Context: an optimization exercise on an open-source flow, tuned for small area, a short achievable clock period and few clock cycles per item. The choices shown serve that exercise and are no tape-out recipe. At most, simulation tests tie the RTL to the original design; equivalence was not proved. For runs 2 and 3, only the layout was checked, not whether the RTL still works.

==> design/flow/run.sh <==
#!/bin/bash
# synth_recipe.tcl (not shown) runs the flow's synth.tcl, then flattens the netlist and writes it again
# the make line also repeats each setting of config.mk as NAME=value (left out here)
make -C /OpenROAD-flow-scripts/flow DESIGN_CONFIG=/design/flow/config.mk WORK_HOME=/design/flow/orfs CLKGATE_MAP_FILE= SYNTH_SCRIPT=/design/flow/synth_recipe.tcl finish
==> design/flow/config.mk <==
export PLATFORM = sky130hd
export DESIGN_NAME = gcd
export DESIGN_NICKNAME = gcd
export VERILOG_FILES = /design/flow/design.v
export SDC_FILE = /design/flow/constraint.sdc
export NUM_CORES = 4
export LEC_CHECK = 0
export CAP_MARGIN = 20
export CORE_MARGIN = 2
export CORE_UTILIZATION = 40
export PLACE_DENSITY = 0.6
export SLEW_MARGIN = 20
==> design/flow/constraint.sdc <==
create_clock -name core_clock -period 4.0 [get_ports {clk}]
set_input_delay 0.8000 -clock core_clock [delete_from_list [all_inputs] [get_ports {clk}]]
set_output_delay 0.8000 -clock core_clock [all_outputs]
set_load 0.01 [all_outputs]
==> design/flow/design.v <==
module gcd( input [31:0] a_in,           
            input [31:0] b_in,           
            input start,                 
            input reset_n,               
            input clk,                   
            output reg [31:0] result,   
            output reg done);           
logic [31:0] reg_a;
logic [31:0] reg_b;
logic a_lt_b;
logic b_neq_zero;
  enum reg [1:0]{
	ALOAD_A = 2'b00,
	ASUB_B =  2'b01,
	ALOAD_B = 2'b10,
	AHOLD =   2'b11
  }mux_a;
  enum reg [1:0]{
	BLOAD_B = 2'b00,
	BLOAD_A = 2'b01,
	BHOLD =   2'b10
	} mux_b;
always_ff @(posedge clk, negedge reset_n) 
begin
  if (!reset_n)
	begin
		reg_a <= 0;
	end
	else
		begin	
			case (mux_a)
				ALOAD_A: 
					reg_a <= a_in;
				ASUB_B:
					reg_a <= reg_a - reg_b;
				ALOAD_B:
					reg_a <= reg_b;
				AHOLD:
					reg_a <= reg_a;
			endcase
		end
end
always_ff @(posedge clk, negedge reset_n) 
begin
  if (!reset_n)
	begin
		reg_b <= 0;
	end
  else
	begin
		case(mux_b)
			BLOAD_B: 
				reg_b <= b_in;
			BLOAD_A:
				reg_b <= reg_a;
			BHOLD:
				reg_b <= reg_b;
		endcase
	end
end
assign a_lt_b = (reg_a < reg_b); 
assign b_neq_zero = (reg_b != 0);
assign result = reg_a;
  enum reg [1:0]{
	IDLE = 2'b00,
	RUN =  2'b01,
	DONE = 2'b10,
	XX =    'x
}p_state,n_state;
always_ff @(posedge clk, negedge reset_n)
    if (!reset_n) 
		p_state <= IDLE;
	else
		p_state <= n_state;
always_comb 
begin
  n_state = XX;        
  case (p_state)  
	IDLE:
		begin
			if(start)
				n_state = RUN;
			else
				n_state = IDLE;
		end
	RUN:
		begin
			if(a_lt_b)
				n_state = RUN;
			else if (b_neq_zero)
				n_state = RUN;
			else
				n_state = DONE;
		end
	DONE:
		n_state = IDLE;
  endcase
end
always_comb 
begin
  mux_a = AHOLD;   
  mux_b = BHOLD;
  done = 1'b0;
    case (p_state)
		IDLE:
			if(start)
				begin
					mux_a = ALOAD_A;
					mux_b = BLOAD_B;
				end
			else
				begin
					mux_a = AHOLD;
					mux_b = BHOLD;
				end
		RUN:
			if(a_lt_b)
				begin
					mux_a = ALOAD_B;
					mux_b = BLOAD_A;
				end
			else if(b_neq_zero)
				begin
					mux_a = ASUB_B;
					mux_b = BHOLD;
				end
			else
				begin
					mux_a = AHOLD;
					mux_b = BHOLD;
				end
		DONE:
			begin
				mux_a = AHOLD;
				mux_b = BHOLD;
				done = 1;
			end
	endcase
end
endmodule
==> metrics.yaml, run 1 <==
clock_latency_ps: 340
cts.htree.levels: 3
start_util: 0.4071
place_congestion: 0.9123
n_antenna_cell: 0
netlist_area_sq_mm: 0.005370
grt_util_all_layers: 0.2259
r2r.worst_path.cells: 13
async_reset_ff_frac: 1.000
antenna_found_initial: 0
cp_common_cell: "inv_1"
wl_um: 15720
cts_resized: 0
core_area_sq_mm: 0.01319
synth_top_flop_cell: "dfrtp_1"
synthTopCellsByCount: "nand2_1 (101), o21ai_0 (70), dfrtp_1 (66)"
path_class: "reg2reg"
netlist_instances: 650
nNetsFinal: 837
tightestPinTransition_ps: 726.8
drc: 0
grt-ovfl-total: 0
setup_violations: 0
crit_required_ps: 4260
start_kind: "flop"
post-cts-setup-buffer-count: 0
holdBufCountCts: 0
first_iter_violations: 381
n_fill_cell: 1239
cts_tree: "built"
route.detailed.vias_per_inst: 5.656
vias: 5175
cts_made_buffers: 9
r2r_start: "reg_a[0]$_DFFE_PN0P_"
worst_slew_margin_rel: 0.5103
syn_avg_cell_area_sq_um: 8.262
post-synth-top-count-cell: "nand2_1"
grt_pass1_vias: 5095
drtAntennaViolNets: 0
status: "finished clean"
r2r_setup_slack_ps: 560
hold_class: "in2async"
min_period_over_period: 0.8607
grt_max_degree: 53
ys_top_cells_by_area: "dfrtp_1 (31%), ha_1 (8.2%), nand2_1 (7.1%)"
rows: 42
synth_seq_area_share: 0.3075
syn-num-nets: 753
synth_cell_type_count: 63
dieArea_sq_mm: 0.01437
rsz0062_at_grt: "no"
dpl.hpwl_um: 11750
crit_fanout: 28
yosysWarnings: 2
port_buffers: 99
cts.sinks: 66
yosys.area.top_type: "dfrtp_1"
synth-edff-count: 0
drive_above_1_share: 0.05819
fin_skew_ps: 4.008
layout_min_cycle_time_ps: 3443
fmax_mhz: 290.4
layout_setup_ws_ps: 557.1
wl_per_cell_um: 17.17
slew_viol_final: 0
ys_ff_latch: 66
clockRootBuffer: "clkbuf_16"
dieHeight_um: 119.9
hold_violations: 0
reg2reg_to: "reg_a[30]$_DFFE_PN0P_"
crit_arrival_ps: 3700
max_cap_viol_count: 0
setup_tns_ps: 0
dp_slack_ps: 605.1
slowest_stage: "dfrtp_1"
cp_cell_sequence: "inv_1 > ha_1 > inv_1 > fa_1 > a21o_1 > a221oi_4 > a211oi_2 > o211a_4 > or2_1 > a31o_1 > buf_12 > a211o_1 > o211ai_1"
yosysTopAreaCellShare: 0.3075
crit_path_end_kind: "flop"
die_w_um: 119.9
area_growth_pct: 26.61
grt_pass1_wl_um: 25570
firstDrtPassIters: 7
pin_count: 100
clockBufferDepth: 2
clkTransAtPathRegs_ps: 50
cp_slowest_stage_delay_ps: 410
==> layout by cell type (no fill, tap or decap), types with 14 or more instances in the layout <==
cell type	Yosys	layout
a21oi_1	44	44
o21ai_0	70	70
nand2_1	101	101
ha_1	35	35
clkdlybuf4s50_1	0	98
nor2_1	30	30
dfrtp_1	66	66
mux2i_1	36	36
inv_1	39	39
a21o_1	14	14
==> layout make-up <==
class                      count  area, sq um  share of cell area
multi-input combinational    504         3358              0.4939
sequential                    66         1652              0.2429
timing repair buffer         114         1124              0.1653
clock buffer                  14        264.0             0.03883
tap                          176        220.2             0.03239
inverter                      39        146.4             0.02153
clock inverter                 2        35.03            0.005153
==> critical path, delay by kind of cell (launching register included) <==
kind / cells / cell delay (ps)
AO/OA/AOI/OAI: 7 / 1740
adder cells (fa/ha/maj): 2 / 560
buffers and inverters: 3 / 350
flip-flops: 1 / 410
AND/OR/NAND/NOR: 1 / 280
==> layer usage <==
layer / share of wire / up-vias / global-route usage / routed length (um)
met3: 0.058 / 26 / 0.05181 / 917
met2: 0.47 / 165 / 0.3693 / 7358
li1: - / 2525 / - / -
met5: 0 / - / 0 / 0
met1: 0.45 / 2459 / 0.2929 / 7081
met4: 0.023 / 0 / 0.08162 / 357
==> state kept, by name, indices dropped and copies added, names as in the netlist <==
register and flops:
p_state 2, reg_a 32, reg_b 32
==> cells by family (layout without fill, tap and decap cells) <==
| family | after synthesis | after routing | synth area share |
|---|---|---|---|
| AOI/OAI and AO/OA | 214 | 214 | 0.2626 |
| and+or+nand+nor | 190 | 190 | 0.1629 |
| buffers and inverters | 80 | 169 | 0.06710 |
| DFF | 66 | 66 | 0.3075 |
| muxes | 40 | 40 | 0.07549 |
| adders and majority gates | 36 | 36 | 0.08528 |
| xor gates and xnor gates | 24 | 24 | 0.03914 |
==> how the worst max path moves through the flow <==
stage / startpoint / to / slack, ps / depth (start not counted)
floorplan: reg_a[0]$_DFFE_PN0P_ / reg_a[24]$_DFFE_PN0P_ / 870 / 12
global placement: reg_a[0]$_DFFE_PN0P_ / reg_a[30]$_DFFE_PN0P_ / 670 / 13
detailed placement: reg_a[0]$_DFFE_PN0P_ / reg_a[30]$_DFFE_PN0P_ / 610 / 13
CTS: reg_a[0]$_DFFE_PN0P_ / reg_a[30]$_DFFE_PN0P_ / 580 / 13
global route: reg_a[0]$_DFFE_PN0P_ / reg_a[26]$_DFFE_PN0P_ / 390 / 12
finish: reg_a[0]$_DFFE_PN0P_ / reg_a[30]$_DFFE_PN0P_ / 560 / 13
==> per-stage QoR <==
| step | util | area [sq um] | instances | hold WS (ps) |
|---|---|---|---|---|
| after global routing | 0.5155 | 6799 | 915 | 543.8 |
| final | 0.5155 | 6799 | 915 | 501.4 |
| after CTS | 0.5155 | 6799 | 915 | 505.8 |
| after detailed placement | 0.4928 | 6500 | 899 | 494.6 |
| after global placement | 0.4928 | 6500 | 899 | 492.5 |
| after floorplan | - | 5370 | 650 | 471.7 |
Testbench counts, summed over its fixed seeds: cycles 388,241, items 2,400.
==> run 2, diff against run 1 <==
==> design/flow/design.v (replaced) <==
module gcd( input [31:0] a_in,
            input [31:0] b_in,
            input start,
            input reset_n,
            input clk,
            output [31:0] result,
            output done);
  localparam int M = 2;           
  logic [31:0] a, b;
  logic [4:0]  k;                 
  logic        h;                 
  logic        busy;
  logic        bz;                
  wire k_zero = (k == 5'd0);
  wire a_zero = (a == 32'd0);
  wire [32:0] d_ba = {1'b0, b} - {1'b0, a};
  wire [31:0] d_ab = a - b;
  wire        b_ge_a = ~d_ba[32];
  wire strip  = h || (!a[0] && !b[0]);      
  wire a_even = !a[0] && b[0];
  wire odd    = a[0] && b[0];
  logic [31:0] x;
  always_comb begin
    if (bz)                   x = b;
    else if (strip || a_even) x = a;
    else if (odd)             x = b_ge_a ? d_ba[31:0] : d_ab;
    else                      x = b;
  end
  wire x_zero = (x == 32'd0);
  logic [31:0] xs;
  always_comb begin
    xs = x >> 1;
    if (!bz && strip) xs = x >> 1;
    else if (M >= 4 && x[3:0] == 4'd0) xs = x >> 4;
    else if (M >= 3 && x[2:0] == 3'd0) xs = x >> 3;
    else if (M >= 2 && x[1:0] == 2'd0) xs = x >> 2;
  end
  assign done   = busy && bz && k_zero;
  assign result = a;
  always_ff @(posedge clk, negedge reset_n) begin
    if (!reset_n) begin
      a    <= '0;
      b    <= '0;
      k    <= '0;
      h    <= 1'b0;
      busy <= 1'b0;
      bz   <= 1'b0;
    end else if (!busy) begin
      if (start) begin
        a    <= a_in;
        b    <= b_in;
        k    <= '0;
        h    <= 1'b0;
        busy <= 1'b1;
        bz   <= (b_in == 32'd0);
      end else begin
        b    <= xs;
      end
    end else if (bz) begin
      if (!k_zero) begin
        a <= a << 1;
        k <= k - 5'd1;
      end else busy <= 1'b0;
    end else begin
      b  <= xs;
      bz <= x_zero;
      if (strip) begin
        a <= b;
        h <= !h;
        if (h) k <= k + 5'd1;
      end else if (a_even || (odd && !b_ge_a)) begin
        a <= b;
      end
    end
  end
endmodule
==> metrics.yaml, run 2 <==
reg2reg_to: "bz$_DFFE_PN0N_"
synth-edff-count: 0  # unchanged
netlist_area_sq_mm: 0.008743  # +63%
yosysWarnings: 1  # -1
worst_slew_margin_rel: 0.4427  # -0.06763
layout_setup_ws_ps: 167.9  # -389.2 ps
nNetsFinal: 1495  # +79%
hold_violations: 0  # unchanged
antenna_found_initial: 0  # unchanged
synth_cell_type_count: 97  # +54%
dieHeight_um: 151.8  # +27%
wl_um: 35350  # +120%
drc: 0  # unchanged
synthTopCellsByCount: "a21oi_1 (135), nand2_1 (112), nor2_1 (110)"
slew_viol_final: 0  # unchanged
drtAntennaViolNets: 0  # unchanged
firstDrtPassIters: 5  # -2
grt-ovfl-total: 0  # unchanged
holdBufCountCts: 0  # unchanged
grt_util_all_layers: 0.3001  # +0.07411
route.detailed.vias_per_inst: 5.927  # +4.8%
status: "finished clean"
ys_top_cells_by_area: "dfrtp_1 (21%), ha_1 (9.2%), a21oi_1 (7.7%)"
dieArea_sq_mm: 0.02306  # +60%
n_antenna_cell: 0  # unchanged
clockRootBuffer: "clkbuf_16"
crit_family: "compound AO/OA/AOI/OAI gates"
r2r_setup_slack_ps: 170  # -390 ps
path_class: "reg2reg"
tightestPinTransition_ps: 832.2  # +105.4 ps
setup_violations: 0  # unchanged
hold_class: "in2async"
pin_count: 100  # unchanged
synth_seq_area_share: 0.2061  # -0.1015
layout_min_cycle_time_ps: 3832  # +389.2 ps
wl_per_cell_um: 21.47  # +25%
vias: 9756  # +89%
rows: 54  # +29%
grt_max_degree: 69  # +30%
place_congestion: 0.9843  # +7.9%
cts_tree: "built"
crit_required_ps: 4260  # about the same
yosys.area.top_type: "dfrtp_1"
core_area_sq_mm: 0.02162  # +64%
layout_common_cells: "buf_4 (152), a21oi_1 (131), nand2_1 (111), nor2_1 (108), clkdlybuf4s50_1 (98)"
first_iter_violations: 692  # +82%
r2r.worst_path.cells: 15  # +2
grt_pass1_vias: 9382  # +84%
grt_pass1_wl_um: 55160  # +120%
crit_fanout: 7  # -75%
netlist_instances: 1180  # +82%
start_util: 0.4044  # -0.002735
post-synth-top-count-cell: "a21oi_1"
start_kind: "flop"
crit_arrival_ps: 4090  # +390 ps
fin_skew_ps: 17.73  # +13.72 ps
cp_slowest_stage_delay_ps: 530  # +120 ps
die_w_um: 151.8  # +27%
fin_hold_ws_ps: 460.5  # -40.90 ps
clockBufferDepth: 2  # unchanged
setup_tns_ps: 0  # unchanged
syn-num-nets: 1314  # +75%
cts.htree.levels: 3  # unchanged
r2r_start: "b[29]$_DFFE_PN0N_"
clkTransAtPathRegs_ps: 70  # +20 ps
yosysTopAreaCellShare: 0.2061  # -0.1015
fmax_mhz: 261.0  # -10%
drive_above_1_share: 0.1801  # +0.1219
cts_made_buffers: 9  # unchanged
syn_avg_cell_area_sq_um: 7.410  # -10%
reg.largest.list: "a x32, b x32, k x5"
max_cap_viol_count: 0  # unchanged
path_buf_inv: 3  # unchanged
dpl.hpwl_um: 27190  # +130%
cp_cell_sequence: "inv_1 > ha_1 > a21o_1 > a21o_1 > a21oi_2 > o31ai_4 > buf_4 > buf_4 > nor3_1 > a211oi_1 > o221ai_1 > or4b_4 > nor4b_2 > o2111ai_1 > o31ai_2"
clock_latency_ps: 360  # +20 ps
area_growth_pct: 29.02
final_common_cell: "buf_4"
async_reset_ff_frac: 1.000  # unchanged
slowest_stage: "or4b_4"
min_period_over_period: 0.9580  # +0.09729
cts.sinks: 72  # +9.1%
ys_ff_latch: 72  # +9.1%
crit_path_end_kind: "flop"
synth_top_flop_cell: "dfrtp_1"
dp_slack_ps: -50.61  # -655.7 ps
port_buffers: 99  # unchanged
## run 2: cell count changes after synthesis, sizes merged, moves of 15 or more
| cell | change |
|---|---|
| o21ai | +40 |
| inv | +38 |
| nor2 | +81 |
| a21oi | +96 |
| clkbuf | +32 |
| nor3 | +18 |
| o22ai | +37 |
| nand2 | +15 |
| ha | +29 |
## run 2: worst reg2reg max path: stages, from the launching register on
cell,delay (ps)
dfrtp_1,360
inv_1,50
ha_1,400
a21o_1,220
a21o_1,180
a21oi_2,380
o31ai_4,250
buf_4,200
buf_4,140
nor3_1,180
a211oi_1,90
o221ai_1,130
or4b_4,530
nor4b_2,270
o2111ai_1,170
o31ai_2,200
## run 2: area by class of cell
cell class	count	area, sq um
fillers	2159	10340
well taps	280	350.3
clock inverters	7	53.80
inverters	78	292.8
multi-input cells	949	6409
clock buffers	9	225.2
flip-flops and latches	72	1808
repair buffers	251	2142
## run 2: worst max-delay path by stage
stage	from	endpoint	slack (ps)	cells after the start
2_1_floorplan	a[0]$_DFFE_PN0P_	b[20]$_DFFE_PN0N_	720	17
3_3_place_gp	b[11]$_DFFE_PN0N_	bz$_DFFE_PN0N_	30	14
3_5_place_dp	b[11]$_DFFE_PN0N_	bz$_DFFE_PN0N_	-50	14
4_1_cts	b[16]$_DFFE_PN0N_	bz$_DFFE_PN0N_	10	14
5_1_grt	b[27]$_DFFE_PN0N_	bz$_DFFE_PN0N_	-7	16
6_report	b[29]$_DFFE_PN0N_	bz$_DFFE_PN0N_	170	15
## run 2: stage by stage
stage | util | area, sq um | instances
detailed placement | 0.4994 | 10800 | 1622
CTS | 0.5130 | 11090 | 1640
finish | 0.5218 | 11280 | 1646
global route | 0.5218 | 11280 | 1646
floorplan | - | 8743 | 1180
global placement | 0.4994 | 10800 | 1622
## run 2: metal layers
layer  vias up  GRT usage  wire, um
met4         0    0.08456       927
met1      4681     0.4360     16820
met5         -          0         0
met3        51    0.04450      1948
li1       4682          -         -
met2       342     0.4633     15650
## run 2: what timing repair did
item / 4_1_cts / 5_1_grt
buffers inserted: 2 / 5
pin swaps: 1 / 6
resized for setup: 0 / 37
endpoints found under the setup margin: 2 / 19
cloned: 0 / 1
## run 2: kinds of logic after synthesis
| logic type | Yosys count | synth area share |
|---|---|---|
| adder cells (fa/ha/maj) | 67 | 0.09845 |
| XOR/XNOR | 17 | 0.01703 |
| AND/OR/NAND/NOR | 357 | 0.1986 |
| buffers and inverters | 160 | 0.08028 |
| AO/OA/AOI/OAI | 465 | 0.3509 |
| flip-flops | 72 | 0.2061 |
| multiplexers | 42 | 0.04865 |
==> run 3, diff against run 2 <==
==> design/flow/design.v (replaced) <==
module gcd( input [31:0] a_in,
            input [31:0] b_in,
            input start,
            input reset_n,
            input clk,
            output [31:0] result,
            output done);
  localparam int M = 2;           
  logic signed [32:0] a, b;
  logic [4:0]  k;                 
  logic        h;                 
  logic        busy;
  logic        bz;                
  wire k_zero = (k == 5'd0);
  wire sub = (a[32] == b[32]);
  wire signed [32:0] e = b + (a ^ {33{sub}}) + {32'd0, sub};
  wire e_zero = (e == 33'd0);
  wire a_zero = (a == 33'd0);
  wire swap = e[32] ^ b[32] ^ e_zero;
  wire strip  = h || (!a[0] && !b[0]);      
  wire a_even = !a[0] && b[0];
  wire odd    = a[0] && b[0];
  logic signed [32:0] x;
  always_comb begin
    if (bz)                 x = b;
    else if (strip || a_even) x = a;
    else if (odd)           x = e;
    else                    x = b;
  end
  logic signed [32:0] xs;
  always_comb begin
    xs = x >>> 1;
    if (!bz && strip) xs = x >>> 1;
    else if (M >= 4 && x[3:0] == 4'd0) xs = x >>> 4;
    else if (M >= 3 && x[2:0] == 3'd0) xs = x >>> 3;
    else if (M >= 2 && x[1:0] == 2'd0) xs = x >>> 2;
  end
  assign done   = busy && bz && k_zero;
  assign result = a[31:0];
  always_ff @(posedge clk, negedge reset_n) begin
    if (!reset_n) begin
      a    <= '0;
      b    <= '0;
      k    <= '0;
      h    <= 1'b0;
      busy <= 1'b0;
      bz   <= 1'b0;
    end else if (!busy) begin
      if (start) begin
        a    <= {1'b0, a_in};
        b    <= {1'b0, b_in};
        k    <= '0;
        h    <= 1'b0;
        busy <= 1'b1;
        bz   <= (b_in == 32'd0);
      end else begin
        b    <= xs;
      end
    end else if (bz) begin
      if (!k_zero) begin
        a <= a <<< 1;
        k <= k - 5'd1;
      end else busy <= 1'b0;
    end else begin
      b  <= xs;
      bz <= odd ? e_zero : ((strip || a_even) && a_zero);
      if (strip) begin
        a <= b;
        h <= !h;
        if (h) k <= k + 5'd1;
      end else if (a_even || (odd && swap)) begin
        a <= b;
      end
    end
  end
endmodule
==> metrics.yaml, run 3 <==
grt-ovfl-total: 0  # unchanged
rsz0062_at_grt: "yes"
area_growth_pct: 46.16
placed_cell_area_sq_mm: 0.01019  # -5.6%
wl_per_cell_um: 19.77  # -7.9%
synth_cell_type_count: 75  # -23%
grt_util_all_layers: 0.2869  # -0.01318
async_reset_ff_frac: 1.000  # unchanged
yosysWarnings: 1  # unchanged
layout_common_cells: "buf_4 (202), nor2_1 (106), clkdlybuf4s50_1 (98), a21oi_1 (93), nand2_1 (80)"
port_buffers: 99  # unchanged
hold_class: "in2async"
die_w_um: 142.9  # -5.9%
startpoint: "a[32]$_DFFE_PN0P_"
final_common_cell: "buf_4"
syn_avg_cell_area_sq_um: 7.846  # +5.9%
crit_family: "buffers and inverters"
r2r.worst_path.cells: 19  # +4
ys_ff_latch: 74  # +2.8%
yosys.area.top_type: "dfrtp_1"
dieHeight_um: 142.9  # -5.9%
final-seq-area_sq_mm: 0.001857  # +2.7%
drive_above_1_share: 0.2897  # +0.1096
crit_required_ps: 4250  # about the same
synthTopCellsByCount: "nor2_1 (109), a21oi_1 (103), nand2_1 (87)"
cts_made_buffers: 9  # unchanged
route.detailed.vias_per_inst: 5.748  # -3.0%
fmax_mhz: 222.7  # -15%
synthMuxAreaShare: 0.1150  # +0.06637
slowest_stage: "dfrtp_2"
synth_top_flop_cell: "dfrtp_1"
synth_seq_area_share: 0.2401  # +0.03404
cp_cell_sequence: "xor2_4 > buf_12 > buf_12 > xnor2_1 > ha_1 > buf_6 > nand3_2 > o211ai_1 > buf_4 > o21ai_1 > nand4_1 > a41o_1 > xnor2_1 > o2111ai_2 > nor4_4 > mux2i_2 > nor2_4 > clkbuf_16 > mux2_1"
cts_tree: "built"
start_kind: "flop"
synth_top_family_by_area: "compound AO/OA/AOI/OAI gates"
cp_slowest_stage_delay_ps: 450  # -80 ps
syn-num-nets: 1092  # -17%
nNetsFinal: 1326  # -11%
n_fill_cell: 1730  # -20%
grt_pass1_wl_um: 45570  # -17%
path_buf_inv: 5  # +2
fin_util: 0.5986  # +0.07685
multi_input_area_sq_mm: 0.005953  # -7.1%
holdBufCountCts: 0  # unchanged
crit_path_end_kind: "flop"
drtAntennaViolNets: 0  # unchanged
post-synth-top-count-cell: "nor2_1"
layout_min_cycle_time_ps: 4491  # +658.6 ps
cts.sinks: 74  # +2.8%
synth_compound_area_frac: 0.2594  # -0.09148
crit_fanout: 13  # +6
r2r_start: "a[32]$_DFFE_PN0P_"
netlist_instances: 983  # -17%
ys_top_cells_by_area: "dfrtp_1 (24%), a21oi_1 (6.7%), ha_1 (6.5%)"
place_congestion: 0.9386  # -4.6%
synthAdderAreaFrac: 0.07008  # -0.02837
rows: 50  # -7.4%
setup_violations: 34  # +34
reg.largest.list: "a x33, b x33, k x5"
slew_viol_final: 0  # unchanged
crit_arrival_ps: 4740  # +650 ps
wl_um: 29300  # -17%
status: "failed layout checks"
clkTransAtPathRegs_ps: 70  # about the same
path_class: "reg2reg"
pin_count: 100  # unchanged
antenna_found_initial: 0  # unchanged
synth_xor_area_frac: 0.06003  # +0.04300
synth-edff-count: 0  # unchanged
so_faults: "setup timing"
grt_max_degree: 75  # +8.7%
clockBufferDepth: 2  # unchanged
netlist_area_sq_mm: 0.007712  # -12%
worst_slew_margin_rel: 0.4458  # +0.003085
fin_skew_ps: 10.73  # -7.001 ps
vias: 8519  # -13%
first_iter_violations: 634  # -8.4%
layout_setup_ws_ps: -490.7  # -658.6 ps
core_area_sq_mm: 0.01883  # -13%
dieArea_sq_mm: 0.02041  # -11%
drc: 0  # unchanged
yosysTopAreaCellShare: 0.2401  # +0.03404
hold_violations: 0  # unchanged
min_period_over_period: 1.123  # +0.1647
dp_slack_ps: -533.0  # -482.4 ps
clockRootBuffer: "clkbuf_16"
n_antenna_cell: 0  # unchanged
firstDrtPassIters: 5  # unchanged
crit_cells: 19  # +4
dpl.hpwl_um: 21530  # -21%
max_cap_viol_count: 0  # unchanged
setup_tns_ps: -14950  # -14950 ps
clock_latency_ps: 370  # about the same
grt_pass1_vias: 8379  # -11%
cts.htree.levels: 3  # unchanged
design_area_sq_mm: 0.01127  # about the same
synth-simple-area-share: 0.1864  # -0.01222
tightestPinTransition_ps: 831.3  # -0.8602 ps
start_util: 0.4096  # +0.005170
[run 3: cell types whose count changed in the layout (fill, tap and decap cells not counted), sizes merged, moves of 9 or more]
cell	previous run	this run
nor4	13	22
mux2i	38	47
o21ai	115	60
o22ai	37	25
a21oi	140	103
inv	81	13
xnor2	11	44
mux2	4	37
buf	153	217
nand2	116	87
a21o	28	13
ha	64	40
[run 3: layer usage]
layer	track usage	wire length, um	up-vias
li1	-	-	4087
met1	0.3898	13230	4103
met3	0.03991	1703	42
met5	0	0	-
met2	0.4732	13680	287
met4	0.08911	678	0
[run 3: path summary, 6_finish.rpt]
check	endpoint	slack [ps]
worst max-delay path	a[29]$_DFFE_PN0P_	-490
worst min-delay path	a[2]$_DFFE_PN0P_	480
worst max register to register	a[29]$_DFFE_PN0P_	-490
worst min register to register	k[2]$_DFFE_PN0P_	520
max in group asynchronous	a[32]$_DFFE_PN0P_	3000
min in group core_clock	k[2]$_DFFE_PN0P_	520
[run 3: what timing repair did]
action                     4_1_cts  5_1_grt
buffers inserted                13        8
gates cloned                     0        2
pin swaps                       12       24
resized for setup               37       75
setup endpoints to repair       35       45
[run 3: area by class of cell]
cell class / count / share of cell area
repair buffers: 317 / 0.2456
multi-input cells: 804 / 0.5281
flip-flops and latches: 74 / 0.1647
clock buffers: 9 / 0.01998
well taps: 260 / 0.02886
inverters: 11 / 0.003663
clock inverters: 7 / 0.008991
[run 3: cell families (layout without fill, tap and decap cells)]
kind of cell	count (synthesis)	in the layout
compound gates	314	314
xor+xnor	52	52
fa+ha+maj	42	42
buf+inv	105	344
flops	74	74
mux	84	84
simple gates	312	312
[run 3: metrics by stage]
stage	instances	hold slack (ps)
after floorplan	983	469.3
after global placement	1443	499.9
after detailed placement	1443	505.1
after CTS	1472	519.5
after global routing	1482	545.3
final	1482	477.3
==> run 4, diff against run 3 <==
==> design/flow/design.v (replaced) <==
module gcd( input [31:0] a_in,
            input [31:0] b_in,
            input start,
            input reset_n,
            input clk,
            output [31:0] result,
            output done);
  localparam int M = 2;           
  logic [32:0] a, b;              
  logic        fb;                
  logic [4:0]  k;                 
  logic        h;                 
  logic        busy;
  logic        bz;                
  wire k_zero = (k == 5'd0);
  wire a_zero = (a == 33'd0);
  wire a_odd = a[0] ^ a[32];
  wire b_odd = b[0] ^ fb;
  wire [32:0] e = b + a + 33'd1;            
  wire e_zero = (e == 33'd0);
  wire swap = e[32] ^ b[32];                
  wire strip  = h || (!a_odd && !b_odd);    
  wire a_even = !a_odd && b_odd;
  wire odd    = a_odd && b_odd;
  logic [32:0] x;
  logic        fx;
  always_comb begin
    if (strip || a_even) begin x = a; fx = a[32]; end
    else if (odd)        begin x = e; fx = 1'b0;  end
    else                 begin x = b; fx = fb;    end
  end
  wire [3:0] xl = x[3:0] ^ {4{fx}};
  logic [32:0] xs;
  always_comb begin
    xs = {x[32], x[32:1]};
    if (strip) xs = {x[32], x[32:1]};
    else if (M >= 4 && xl[3:0] == 4'd0) xs = {{4{x[32]}}, x[32:4]};
    else if (M >= 3 && xl[2:0] == 3'd0) xs = {{3{x[32]}}, x[32:3]};
    else if (M >= 2 && xl[1:0] == 2'd0) xs = {{2{x[32]}}, x[32:2]};
  end
  wire conv = !fx && x[32] && xs[0];
  assign done   = busy && bz && k_zero;
  assign result = a[31:0] ^ {32{a[32]}};
  always_ff @(posedge clk, negedge reset_n) begin
    if (!reset_n) begin
      a    <= '0;
      b    <= '0;
      fb   <= 1'b0;
      k    <= '0;
      h    <= 1'b0;
      busy <= 1'b0;
      bz   <= 1'b0;
    end else if (!busy) begin
      b  <= {xs[32:1], xs[0] & !conv};
      fb <= fx | conv;
      if (start) begin
        a    <= {1'b0, a_in};
        b    <= {1'b1, ~b_in};
        fb   <= 1'b1;
        k    <= '0;
        h    <= 1'b0;
        busy <= 1'b1;
        bz   <= (b_in == 32'd0);
      end
    end else if (bz) begin
      if (!k_zero) begin
        a <= {a[31:0], a[32]};
        k <= k - 5'd1;
      end else busy <= 1'b0;
    end else begin
      b  <= {xs[32:1], xs[0] & !conv};
      fb <= fx | conv;
      bz <= odd ? e_zero : a_zero;
      if (strip) begin
        a <= b;
        h <= !h;
        if (h) k <= k + 5'd1;
      end else if (a_even || (odd && swap)) begin
        a <= b;
      end
    end
  end
endmodule
==> metrics.yaml, run 4 <==
post-synth-top-count-cell: "nand2_1"
max_cap_viol_count: 0  # unchanged
start_kind: "flop"
hold_violations: 0  # unchanged
ys_top_cells_by_area: "dfrtp_1 (24%), a21oi_1 (6.5%), nand2_1 (6.4%)"
vias: 8488  # -0.36%
synth-edff-count: 0  # unchanged
cts.sinks: 75  # +1.4%
crit_required_ps: 4220  # -30 ps
final-seq-area_sq_mm: 0.001879  # +1.2%
netlist_area_sq_mm: 0.007871  # +2.1%
multi_input_area_sq_mm: 0.005630  # -5.4%
clock_latency_ps: 360  # about the same
yosysWarnings: 1  # unchanged
cts_tree: "built"
syn-num-nets: 1146  # +4.9%
r2r_setup_slack_ps: 510  # +1000 ps
setup_tns_ps: 0  # +14950 ps
n_antenna_cell: 0  # unchanged
place_congestion: 0.9590  # +2.2%
cp_slowest_stage_delay_ps: 560  # +110 ps
dieArea_sq_mm: 0.02082  # +2.0%
final_common_cell: "nand2_1"
cp_cell_sequence: "inv_1 > ha_1 > inv_1 > fa_1 > nand3_1 > a211oi_1 > o21ai_1 > nand4_1 > a21o_1 > nand3_1 > a211o_2 > buf_4 > nand2_1 > o21ai_0"
path_buf_inv: 3  # -2
clockBufferDepth: 2  # unchanged
grt_util_all_layers: 0.2901  # +0.003262
start_util: 0.4058  # -0.003802
reg.largest.list: "a x33, b x33, k x5"
crit_family: "compound AO/OA/AOI/OAI gates"
firstDrtPassIters: 5  # unchanged
dpl.hpwl_um: 22230  # +3.2%
fmax_mhz: 286.7  # +29%
area_growth_pct: 20.86
slew_viol_final: 0  # unchanged
yosys.area.top_type: "dfrtp_1"
antenna_found_initial: 0  # unchanged
syn_avg_cell_area_sq_um: 7.561  # -3.6%
drive_above_1_share: 0.08363  # -0.2061
grt_pass1_wl_um: 46420  # +1.9%
cts.htree.levels: 3  # unchanged
path_class: "reg2reg"
crit_fanout: 32  # +19
post-cts-setup-buffer-count: 0  # -13
min_period_over_period: 0.8719  # -0.2508
layout_common_cells: "nand2_1 (134), nor2_1 (115), a21oi_1 (103), clkdlybuf4s50_1 (98), dfrtp_1 (73)"
rows: 51  # +2.0%
cts_resized: 0  # -100%
yosysTopAreaCellShare: 0.2384  # -0.001668
hold_class: "reg2reg"
clkTransAtPathRegs_ps: 60  # about the same
crit_path_end_kind: "flop"
rsz0062_at_grt: "no"
pin_count: 100  # unchanged
ys_ff_latch: 75  # +1.4%
cts_made_buffers: 9  # unchanged
dieHeight_um: 144.3  # +1.0%
async_reset_ff_frac: 1.000  # unchanged
layout_min_cycle_time_ps: 3487  # -1003 ps
fin_skew_ps: 13.55  # +2.822 ps
slowest_stage: "dfrtp_1"
synthTopCellsByCount: "nand2_1 (134), nor2_1 (116), a21oi_1 (103)"
n_fill_cell: 1997  # +15%
grt_pass1_vias: 8191  # -2.2%
crit_arrival_ps: 3710  # -1030 ps
synth_seq_area_share: 0.2384  # -0.001668
placed_cell_area_sq_mm: 0.009171  # -10%
die_w_um: 144.3  # +1.0%
first_iter_violations: 751  # +18%
worst_slew_margin_rel: 0.4772  # +0.03141
synth_cell_type_count: 89  # +19%
synth_top_flop_cell: "dfrtp_1"
grt_max_degree: 70  # -6.7%
tightestPinTransition_ps: 776.0  # -55.32 ps
nNetsFinal: 1224  # -7.7%
grt-ovfl-total: 0  # unchanged
route.detailed.vias_per_inst: 6.111  # +6.3%
port_buffers: 99  # unchanged
drc: 0  # unchanged
setup_violations: 0  # -100%
design_area_sq_mm: 0.009513  # -16%
wl_um: 29820  # +1.8%
netlist_instances: 1041  # +5.9%
wl_per_cell_um: 21.47  # +8.6%
holdBufCountCts: 0  # unchanged
clockRootBuffer: "clkbuf_16"
core_area_sq_mm: 0.01940  # +3.0%
status: "finished clean"
drtAntennaViolNets: 0  # unchanged
run 4: path summary, 6_finish.rpt:
kind | end | start | cells past startpoint
worst min-delay path | k[2]$_DFFE_PN0P_ | k[2]$_DFFE_PN0P_ | 2
max in group asynchronous | b[21]$_DFFE_PN0N_ | reset_n | 2
worst min register to register | k[2]$_DFFE_PN0P_ | k[2]$_DFFE_PN0P_ | 2
min in group asynchronous | k[1]$_DFFE_PN0P_ | reset_n | 1
worst max register to register | a[12]$_DFFE_PN0P_ | b[0]$_DFFE_PN0N_ | 14
worst max-delay path | a[12]$_DFFE_PN0P_ | b[0]$_DFFE_PN0N_ | 14
run 4: area by class of cell:
cell class / count / area share
clock buffer: 10 / 0.02407
clock inverter: 6 / 0.01184
inverter: 13 / 0.005130
multi-input combinational: 882 / 0.5919
sequential: 75 / 0.1976
tap: 265 / 0.03485
timing repair buffer: 138 / 0.1347
run 4: layer usage:
metal,global-route usage,part of all wire,vias to the layer above
met1,0.3793,0.44,4046
met5,0,0,-
met4,0.1175,0.034,0
met3,0.04007,0.059,64
met2,0.4834,0.47,349
li1,-,-,4029
run 4: cells by family (layout without fill, tap and decap cells):
kind of cell             after synthesis  after routing  synth area share
XOR/XNOR                              53             53           0.06088
AND/OR/NAND/NOR                      391            391            0.2326
AO/OA/AOI/OAI                        355            355            0.2996
buffers and inverters                 84            167           0.04832
flip-flops                            75             75            0.2384
multiplexers                          45             45           0.05786
adder cells (fa/ha/maj)               38             38           0.06231
run 4: worst register-to-register path: cells and delay by family, from the launching register on:
| family | cells | cell delay, ps |
|---|---|---|
| adder cells (fa/ha/maj) | 2 | 410 |
| buffers and inverters | 3 | 440 |
| AO/OA/AOI/OAI | 5 | 1300 |
| AND/OR/NAND/NOR | 4 | 620 |
| flip-flops | 1 | 560 |
run 4: through the flow:
stage / hold WS [ps] / cells / utilization / worst slack [ps]
after floorplan: 468.5 / 1041 / - / 971.8
after global placement: 494.8 / 1373 / 0.4728 / 401.2
after detailed placement: 510.4 / 1373 / 0.4728 / 319.9
after CTS: 518.4 / 1389 / 0.4904 / 572.2
after global routing: 540.6 / 1389 / 0.4904 / 272.8
final: 512.1 / 1389 / 0.4904 / 512.5
Testbench counts of run 4, summed over its fixed seeds: cycles 62,691, items 2,400.

-- port drivers added, routing unchanged --
Ports are ideal in the flow. The routed layouts listed here were re-timed in OpenROAD. Step 1 (the two cells are an assumption about what drives the block):
set clk [get_ports {clk}]
set_driving_cell -lib_cell sky130_fd_sc_hd__clkbuf_16 $clk
set_driving_cell -lib_cell sky130_fd_sc_hd__buf_2 [delete_from_list [all_inputs] $clk]
Step 2 adds t to the input delays and takes it off the output delays; t is the mean of the earliest and latest rising clock arrival at the registers after step 1. Input paths then give back, and output paths get back, about the clock's delay inside the block. a / b / c = ideal / step 1 / step 2; a / b = the first two.
| run | t, ns | slack for setup (ns) | worst hold slack (ns) | worst setup path at the end | slew at the worst register clock pin (ns) |
|---|---|---|---|---|---|
| run 1 | 0.379 | 0.557 / 0.557 / 0.557 | 0.501 / 0.487 / 0.502 | register to register | 0.05 / 0.05 |
| run 2 | 0.403 | 0.168 / 0.168 / 0.168 | 0.460 / 0.436 / 0.514 | register to register | 0.08 / 0.08 |
| run 3 | 0.404 | -0.491 / -0.491 / -0.491 | 0.477 / 0.470 / 0.523 | register to register | 0.07 / 0.07 |
| run 4 | 0.401 | 0.513 / 0.513 / 0.236 | 0.512 / 0.497 / 0.512 | input to register | 0.07 / 0.07 |
The setup slack of run 4, which loses most, moves by 0.000 ns with the drivers and by -0.277 ns with both steps.
